Background: an optimization exercise with open tools, aiming at small area and a short achievable clock period. Do not read the settings as production practice. The RTL was checked by simulation tests, not by an equivalence proof against the original design. Power figures rest on the tool's default switching activity, not on a simulated workload.

// PGM
module PGM#(
    parameter    PLATFORM = "xilinx"
)(
input			clk,
input			rst_n,
input           cnt_rst,
input           lau_update_finish,
input     [47:0] timestamp,
input            in_pgm_addr_shift,
input            in_pgm_slot_shift, 
input	         in_pgm_test_start,       
input            test_stop, 
input     [11:0] in_pgm_pkt_1_len,
input     [11:0] in_pgm_pkt_2_len,
input     [11:0] in_pgm_pkt_3_len,
input     [11:0] in_pgm_pkt_4_len,
input     [11:0] in_pgm_pkt_5_len,
input     [11:0] in_pgm_pkt_6_len,
input     [11:0] in_pgm_pkt_7_len,
input     [11:0] in_pgm_pkt_8_len,
input	  [15:0] in_pgm_tb_1_size, 
input     [15:0] in_pgm_tb_1_rate,
input	  [15:0] in_pgm_tb_2_size, 
input     [15:0] in_pgm_tb_2_rate,
input	  [15:0] in_pgm_tb_3_size, 
input     [15:0] in_pgm_tb_3_rate,
input	  [15:0] in_pgm_tb_4_size, 
input     [15:0] in_pgm_tb_4_rate,
input	  [15:0] in_pgm_tb_5_size, 
input     [15:0] in_pgm_tb_5_rate,
input	  [15:0] in_pgm_tb_6_size, 
input     [15:0] in_pgm_tb_6_rate,
input	  [15:0] in_pgm_tb_7_size, 
input     [15:0] in_pgm_tb_7_rate,
input	  [15:0] in_pgm_tb_8_size, 
input     [15:0] in_pgm_tb_8_rate,
input            gcl_ram_rd,
  ...
Size in the first run: about 1000 flip-flops, about 1100 I/O pins.
==> flow/config.mk <==
export PLATFORM = sky130hd
export DESIGN_NAME = PGM
export DESIGN_NICKNAME = PGM
export VERILOG_FILES = /design/flow/design.v
export SDC_FILE = /design/flow/constraint.sdc
export NUM_CORES = 4
export LEC_CHECK = 0
export CAP_MARGIN = 20
export CORE_AREA = 5 5 315 315
export DIE_AREA = 0 0 320 320
export SLEW_MARGIN = 20
==> flow/constraint.sdc <==
create_clock -name core_clock -period 18.0 [get_ports {clk}]
set_input_delay 3.6000 -clock core_clock [delete_from_list [all_inputs] [get_ports {clk}]]
set_output_delay 3.6000 -clock core_clock [all_outputs]
set_load 0.01 [all_outputs]
standard.sh (not shown) runs the stock make flow with config.mk's settings and CLKGATE_MAP_FILE= SYNTH_SCRIPT=/design/flow/synth_recipe.tcl, a recipe that flattens the netlist after the stock synthesis.
==> flow/flow/run.sh <==
#!/bin/bash
set -euo pipefail
HERE=$(cd "$(dirname "$0")" && pwd)
MARGIN=$(cat "$HERE/margin.txt")
KNOBS=(BUFFER_PORTS_ARGS="-buffer_cell sky130_fd_sc_hd__buf_1" SETUP_SLACK_MARGIN=$MARGIN)
if [[ -f "$HERE/knobs.txt" ]]; then
  while read -r kv; do [[ -n "$kv" ]] && KNOBS+=("$kv"); done < "$HERE/knobs.txt"
fi
bash standard.sh "${KNOBS[@]}" synth > synth.log 2>&1
bash standard.sh "${KNOBS[@]}" floorplan > floorplan.log 2>&1
bash standard.sh "${KNOBS[@]}" place > place.log 2>&1
bash standard.sh "${KNOBS[@]}" cts > cts.log 2>&1
bash standard.sh "${KNOBS[@]}" route > route.log 2>&1
bash standard.sh "${KNOBS[@]}" finish > finish.log 2>&1
==> flow/flow/margin.txt <==
11.5
The baseline went through all stages and came out clean.
Next try:
CORE_AREA = not set   (was 5 5 315 315)
CORE_MARGIN = 2   (was not set)
CORE_UTILIZATION = 65   (was not set)
DIE_AREA = not set   (was 0 0 320 320)
Result: With this change the flow ended with an error in I/O pin placement; area after synthesis stays the same; synthesized cell count is unchanged.

---

run A:
PGM, a different RTL version from the one above (not shown whole).
Size in the first run: roughly 5700 cells after synthesis, roughly 1100 flip-flops, about 1100 I/O pins, roughly 56000 um2 of cells after synthesis.
clock: 18.0 ns
lec_check: 0
cap_margin: 30
core_area: 5 5 315 315
die_area: 0 0 320 320
slew_margin: 20
==> flow/flow/margin.txt <==
12.5
Scripts as last shown in full above: flow/flow/run.sh
> inputs changed (run A -> run B)
# run A
export LEC_CHECK = 0
export CAP_MARGIN = 30
export CORE_AREA = 5 5 315 315
export DIE_AREA = 0 0 320 320
export SLEW_MARGIN = 20
create_clock -name core_clock -period 18.0 [get_ports {clk}]
# run B
export LEC_CHECK = 0
export CAP_MARGIN = 20
export CORE_AREA = 5 5 315 315
export DIE_AREA = 0 0 320 320
export SLEW_MARGIN = 20
create_clock -name core_clock -period 18.0 [get_ports {clk}]
==> flow/flow/margin.txt <==
12.7
Results
The termination of the worst setup path comes out g_tb[0].RT[14] in one run and g_tb[3].RT[9] in the other, namely in run B and run A respectively. Via count of the first global-routing pass in run B vs run A: up about 2.5%. Between run B and run A, it is run B whose per-cell routed wire length is higher, by about 2.4%. Compared with run A, in run B utilization higher; critical path depth grew by 8; final instance area went up by 950 um2; final critical path time including I/O delays and setup saw an increase; hold slack now sits at about the same level. Compared with run A, run B shows total wire length higher by 7.8 mm. In run B, the met3 track demand over resource in global routing came out 1.9 points above the value in run A.

---

PGM, a different RTL version from the one above (not shown whole).
Size: ~5700 cells after synthesis, about 1100 flip-flops, ~1100 I/O pins.
==> flow/config.mk <==
export PLATFORM = sky130hd
export DESIGN_NAME = PGM
export DESIGN_NICKNAME = PGM
export VERILOG_FILES = /design/flow/design.v
export SDC_FILE = /design/flow/constraint.sdc
export NUM_CORES = 4
export LEC_CHECK = 0
export CAP_MARGIN = 20
export CORE_AREA = 5 5 315 315
export DIE_AREA = 0 0 320 320
export SLEW_MARGIN = 20
==> flow/constraint.sdc <==
create_clock -name core_clock -period 18.0 [get_ports {clk}]
set_input_delay 3.6000 -clock core_clock [delete_from_list [all_inputs] [get_ports {clk}]]
set_output_delay 3.6000 -clock core_clock [all_outputs]
set_load 0.01 [all_outputs]
==> flow/flow/margin.txt <==
12.2
Scripts as last shown in full above: flow/flow/run.sh
The first run finished with timing, DRC and antenna clean.
==> next run, changes <==
==> flow/flow/margin.txt (replaced) <==
12.7
The changed run ran to the end with no violations.
Fmax came out higher slightly.
Wire length came out higher by a little under a tenth.
Sequential power is about the same.
Final area rises by a few percent.
Critical path depth increases by 3.
Die area does not change.
Register-to-register slack is better by 0.16 ns.
Total power is about the same.
Worst hold slack stays flat.
==> next run, changes <==
--- a/flow/config.mk
+++ b/flow/config.mk
@@ -9,2 +9,4 @@
 export CORE_AREA = 5 5 315 315
+export CTS_CLUSTER_DIAMETER = 60
+export CTS_CLUSTER_SIZE = 24
 export DIE_AREA = 0 0 320 320
The new run completed with no timing, DRC or antenna violations. Final cell count is about the same. Final area shrinks by 0.54%. Total power fell by 2.1%. Clock-buffer cell count goes down by 41. Register-to-register slack is worse by 0.14 ns. Area after synthesis does not change. Worst hold slack gets better by 0.0039 ns. Setup slack loses 0.047 ns. Critical path depth went up by 10. Sequential power stays flat. Non-clock buffer count climbs by 12.

---

The RTL this note starts from:
==> flow/design.v <==
module PGM#(
    parameter    PLATFORM = "xilinx"
)(
input			clk,
input			rst_n,
input           cnt_rst,
input           lau_update_finish,
input     [47:0] timestamp,
input            in_pgm_addr_shift,
input            in_pgm_slot_shift, 
input	         in_pgm_test_start,       
input            test_stop, 
input     [11:0] in_pgm_pkt_1_len,
input     [11:0] in_pgm_pkt_2_len,
input     [11:0] in_pgm_pkt_3_len,
input     [11:0] in_pgm_pkt_4_len,
input     [11:0] in_pgm_pkt_5_len,
input     [11:0] in_pgm_pkt_6_len,
input     [11:0] in_pgm_pkt_7_len,
input     [11:0] in_pgm_pkt_8_len,
input	  [15:0] in_pgm_tb_1_size, 
input     [15:0] in_pgm_tb_1_rate,
input	  [15:0] in_pgm_tb_2_size, 
input     [15:0] in_pgm_tb_2_rate,
input	  [15:0] in_pgm_tb_3_size, 
input     [15:0] in_pgm_tb_3_rate,
input	  [15:0] in_pgm_tb_4_size, 
input     [15:0] in_pgm_tb_4_rate,
input	  [15:0] in_pgm_tb_5_size, 
input     [15:0] in_pgm_tb_5_rate,
input	  [15:0] in_pgm_tb_6_size, 
input     [15:0] in_pgm_tb_6_rate,
input	  [15:0] in_pgm_tb_7_size, 
input     [15:0] in_pgm_tb_7_rate,
input	  [15:0] in_pgm_tb_8_size, 
input     [15:0] in_pgm_tb_8_rate,
input            gcl_ram_rd,
input     [3:0]  slot_shift_cnt, 
input     [8:0]  slot_ID,
output     [31:0] out_pgm_pkt_1_cnt,
output     [31:0] out_pgm_pkt_2_cnt,
output     [31:0] out_pgm_pkt_3_cnt,
output     [31:0] out_pgm_pkt_4_cnt,
output     [31:0] out_pgm_pkt_5_cnt,
output     [31:0] out_pgm_pkt_6_cnt,
output     [31:0] out_pgm_pkt_7_cnt,
output     [31:0] out_pgm_pkt_8_cnt,
input     [7:0]  in_pgm_fifo_usedw, 
output           out_pgm_gcl_rd,   
output    [4:0]  out_pgm_gcl_addr,    
input	  [127:0]in_pgm_gc,         
output	         out_pgm_pkt_hdr_rd,
output	  [5:0]  out_pgm_pkt_hdr_addr,
input	  [127:0]in_pgm_pkt_hdr,
output	   [133:0]out_pgm_data,
output	          out_pgm_data_wr,
output	          out_pgm_data_valid,
output	          out_pgm_data_valid_wr
);
localparam S_R    = 4'd0,    
           S_UDO  = 4'd1,    
           S_PRIO = 4'd2,    
           S_SEL  = 4'd3,    
           S_P1   = 4'd4,    
           S_P2   = 4'd5,
           S_P3   = 4'd6,
           S_P4   = 4'd7,    
           S_P5   = 4'd8,    
           S_P6   = 4'd9,    
           S_P7   = 4'd10,   
           S_P8   = 4'd11,   
           S_P9   = 4'd12,   
           S_AS   = 4'd13,   
           S_EXT  = 4'd14,   
           S_E    = 4'd15;   
wire [11:0] len [0:7];
wire [15:0] tbs [0:7];
wire [15:0] tbr [0:7];
assign len[0] = in_pgm_pkt_1_len; assign tbs[0] = in_pgm_tb_1_size; assign tbr[0] = in_pgm_tb_1_rate;
assign len[1] = in_pgm_pkt_2_len; assign tbs[1] = in_pgm_tb_2_size; assign tbr[1] = in_pgm_tb_2_rate;
assign len[2] = in_pgm_pkt_3_len; assign tbs[2] = in_pgm_tb_3_size; assign tbr[2] = in_pgm_tb_3_rate;
assign len[3] = in_pgm_pkt_4_len; assign tbs[3] = in_pgm_tb_4_size; assign tbr[3] = in_pgm_tb_4_rate;
assign len[4] = in_pgm_pkt_5_len; assign tbs[4] = in_pgm_tb_5_size; assign tbr[4] = in_pgm_tb_5_rate;
assign len[5] = in_pgm_pkt_6_len; assign tbs[5] = in_pgm_tb_6_size; assign tbr[5] = in_pgm_tb_6_rate;
assign len[6] = in_pgm_pkt_7_len; assign tbs[6] = in_pgm_tb_7_size; assign tbr[6] = in_pgm_tb_7_rate;
assign len[7] = in_pgm_pkt_8_len; assign tbs[7] = in_pgm_tb_8_size; assign tbr[7] = in_pgm_tb_8_rate;
reg  [3:0]  st;
reg  [2:0]  idx;         
reg         shift_r;     
reg         gv;          
reg  [2:0]  gidx;        
reg  [11:0] L;           
reg         Z;           
reg  [7:0]  R8;          
reg  [3:0]  N;           
reg  [127:0] hA, hB, hC;   
reg  [127:0] D;          
reg  [31:0] cnt [0:7];
wire [11:0] SLe  = Z ? 12'd0 : L;
wire        last = (R8 == 8'd0) || (R8 == 8'd1 && N == 4'd0);
wire [31:0] seq  = cnt[idx];
wire [31:0] inc  = seq + 32'd1;
always @(posedge clk or negedge rst_n) begin
    if (!rst_n) st <= S_R;
    else case (st)
        S_R:    st <= S_UDO;
        S_UDO:  if (in_pgm_fifo_usedw <= 8'd5) st <= S_PRIO;
        S_PRIO: if (gv) st <= S_SEL;
        S_P9, S_AS, S_EXT:
                st <= last ? S_E : (st == S_EXT ? S_EXT : st + 4'd1);
        S_E:    st <= S_UDO;
        default: st <= st + 4'd1;
    endcase
end
always @(posedge clk) begin
    if (st == S_PRIO && gv) idx <= gidx;
    if (st == S_SEL) begin
        shift_r <= in_pgm_addr_shift;
        L <= len[idx];
    end
    if (st == S_P4) begin
        R8 <= SLe[11:4];
        N  <= SLe[3:0];
    end
    else if (st == S_P6 || st == S_P7 || st == S_P8 ||
             ((st == S_P9 || st == S_AS || st == S_EXT) && !last))
        R8 <= R8 - 8'd1;
    hA <= in_pgm_pkt_hdr;
    hB <= hA;
    hC <= hB;
end
always @(posedge clk or negedge rst_n) begin
    if (!rst_n) Z <= 1'b1;
    else if (cnt_rst) Z <= 1'b1;
    else if (st == S_SEL) Z <= 1'b0;
end
genvar gk;
generate for (gk = 0; gk < 8; gk = gk + 1) begin : g_cnt
    always @(posedge clk or negedge rst_n) begin
        if (!rst_n) cnt[gk] <= 32'd0;
        else if (cnt_rst) cnt[gk] <= 32'd0;
        else if (st == S_SEL && idx == gk) cnt[gk] <= inc;
    end
end endgenerate
assign out_pgm_pkt_1_cnt = cnt[0];
assign out_pgm_pkt_2_cnt = cnt[1];
assign out_pgm_pkt_3_cnt = cnt[2];
assign out_pgm_pkt_4_cnt = cnt[3];
assign out_pgm_pkt_5_cnt = cnt[4];
assign out_pgm_pkt_6_cnt = cnt[5];
assign out_pgm_pkt_7_cnt = cnt[6];
assign out_pgm_pkt_8_cnt = cnt[7];
always @(posedge clk or negedge rst_n) begin
    if (!rst_n) D <= 128'd0;
    else case (st)
        S_P4:  D <= {20'd0, SLe + 12'd32, 96'd0};
        S_P6, S_P7, S_P8: D <= hC;
        S_P9:  D <= {hC[127:48], timestamp};
        S_AS:  D <= {seq, 76'd0, slot_shift_cnt, 7'b0, slot_ID};
        default: D <= 128'd0;
    endcase
end
assign out_pgm_data[127:0]   = D;
assign out_pgm_data[133]     = st[3] && st != S_P5;
assign out_pgm_data[132]     = st[3] && st != S_E;
assign out_pgm_data[131:128] = (st == S_E) ? 4'd0 - N : 4'd0;
assign out_pgm_data_wr       = st[3];
assign out_pgm_data_valid    = (st == S_E);
assign out_pgm_data_valid_wr = (st == S_E);
assign out_pgm_pkt_hdr_rd   = (st[3:2] == 2'b01) || (st == S_P5);
assign out_pgm_pkt_hdr_addr = (st[3:2] == 2'b01) ? {shift_r, idx, st[1:0]} :
                              (st == S_P5) ? {{shift_r, idx} + 4'd1, 2'b00} : 6'd0;
localparam G_INIT = 3'b000, G_IDLE = 3'b001, G_W1 = 3'b100, G_W2 = 3'b101, G_RD = 3'b110;
reg [2:0] gst;
reg [4:0] gaddr;
always @(posedge clk or negedge rst_n) begin
    if (!rst_n) begin
        gst <= G_INIT;
        gaddr <= 5'd0;
    end
    else case (gst)
        G_INIT: if (lau_update_finish) gst <= G_W1;
        G_IDLE: if (test_stop) begin gst <= G_INIT; gaddr <= 5'd0; end
                else if (gcl_ram_rd) gst <= G_W1;
        G_W1:   gst <= G_W2;
        G_W2:   gst <= G_RD;
        G_RD:   begin gst <= G_IDLE; gaddr <= gaddr + 5'd1; end
        default: gst <= gst;
    endcase
end
assign out_pgm_gcl_rd   = gst[2];
assign out_pgm_gcl_addr = gaddr;
wire [7:0] req;
wire [7:0] gbyte = in_pgm_gc[slot_shift_cnt*8 +: 8];
wire [7:0] gval  = gbyte & req;
always @(posedge clk) begin
    gv <= in_pgm_test_start && (gval != 8'd0);
    casez (gval)
        8'b???????1: gidx <= 3'd0;
        8'b??????10: gidx <= 3'd1;
        8'b?????100: gidx <= 3'd2;
        8'b????1000: gidx <= 3'd3;
        8'b???10000: gidx <= 3'd4;
        8'b??100000: gidx <= 3'd5;
        8'b?1000000: gidx <= 3'd6;
        default:     gidx <= 3'd7;
    endcase
end
reg upd;      
reg slave;    
always @(posedge clk or negedge rst_n) begin
    if (!rst_n) begin
        upd <= 1'b0;
        slave <= 1'b0;
    end
    else if (!upd) upd <= lau_update_finish;
    else if (test_stop) upd <= 1'b0;
    else slave <= in_pgm_slot_shift;
end
wire        shift = slave ^ in_pgm_slot_shift;
wire        ct_on = (st == S_P1);
wire [15:0] ctv   = {4'd0, L + 12'd4};
genvar gi;
generate for (gi = 0; gi < 8; gi = gi + 1) begin : g_tb
    reg  [15:0] RT;
    reg  [11:0] pl;
    wire [15:0] ct = (ct_on && idx == gi) ? ctv : 16'd0;
    wire [15:0] t1 = RT - ct;
    wire [16:0] u  = {1'b0, t1} + {1'b0, tbr[gi]};
    wire [17:0] w  = {2'b0, tbs[gi]} - {2'b0, t1} - {2'b0, tbr[gi]};
    wire        le = u[16] ? !(w[17] && !w[16]) : !w[17];
    reg  [15:0] rn;
    always @(*) begin
        if (!upd)           rn = lau_update_finish ? tbr[gi] : 16'd0;
        else if (test_stop) rn = 16'd0;
        else if (shift)     rn = le ? u[15:0] : tbs[gi];
        else                rn = t1;
    end
    always @(posedge clk) begin
        RT <= rn;
        pl <= len[gi] + 12'd4;
    end
    assign req[gi] = RT >= {4'd0, pl};
end endgenerate
endmodule
export LEC_CHECK = 0
export ABC_CLOCK_PERIOD_IN_PS = 2000
export CAP_MARGIN = 20
export CORE_MARGIN = 2
export CORE_UTILIZATION = 60
export SLEW_MARGIN = 20
create_clock -name core_clock -period 18.0 [get_ports {clk}]
==> flow/flow/margin.txt <==
12.5
Scripts as last shown in full above: flow/flow/run.sh
Then changed:
==> flow/flow/margin.txt (replaced) <==
11
--- a/flow/config.mk
+++ b/flow/config.mk
@@ -6,5 +6,5 @@
 export NUM_CORES = 4
 export LEC_CHECK = 0
-export ABC_CLOCK_PERIOD_IN_PS = 2000
+export ABC_CLOCK_PERIOD_IN_PS = 2500
 export CAP_MARGIN = 20
 export CORE_MARGIN = 2
Outcome:
- The new run went through all stages and came out clean
- core utilization drops by 2.2 points
- design area drops by 2.9%
- clock skew drops by 0.028 ns
- count of clock-buffer cells in the layout climbs by 5
- global-route usage drops by 2.9 points
- setup slack is about the same
- wire length drops by about 5%
- via count drops by about 3%

## port drivers added, routing unchanged
Ports are ideal in the flow. The routed layouts listed here were re-timed in OpenROAD.
Step 1 assumes that a clkbuf_16 drives the clock port and a buf_2 every other input.
Step 2 adds t to the input delays and takes it off the output delays; t is the mean of the earliest and latest rising clock arrival at the registers after step 1. Input paths then give back, and output paths get back, about the clock's delay inside the block.
Three values: ideal, step 1, step 2; two values: the first two.
| run | t, ns | setup slack, ns | worst data-port slew with drivers (ns) |
|---|---|---|---|
| the first run of note 1 | 0.793 | 11.081 / 11.081 / 10.934 | 0.40 |
| run A | 0.789 | 12.201 / 12.202 / 11.413 | 0.44 |
| run B | 0.803 | 12.169 / 12.169 / 11.434 | 0.41 |
| the first run of note 3 | 0.795 | 12.125 / 12.126 / 11.331 | 0.35 |
| the second run of note 3 | 0.809 | 12.220 / 12.155 / 11.346 | 0.38 |
| the third run of note 3 | 0.796 | 12.173 / 12.131 / 11.335 | 0.37 |
| the first run of note 4 | 0.791 | 10.948 / 10.927 / 10.136 | 0.43 |
| the second run of note 4 | 0.799 | 10.950 / 10.879 / 10.080 | 0.41 |
After both steps setup and hold are still met in every run listed. For the second run of note 3, which loses most, drivers alone change the setup slack by -0.065 ns; drivers and shift together by -0.874 ns.
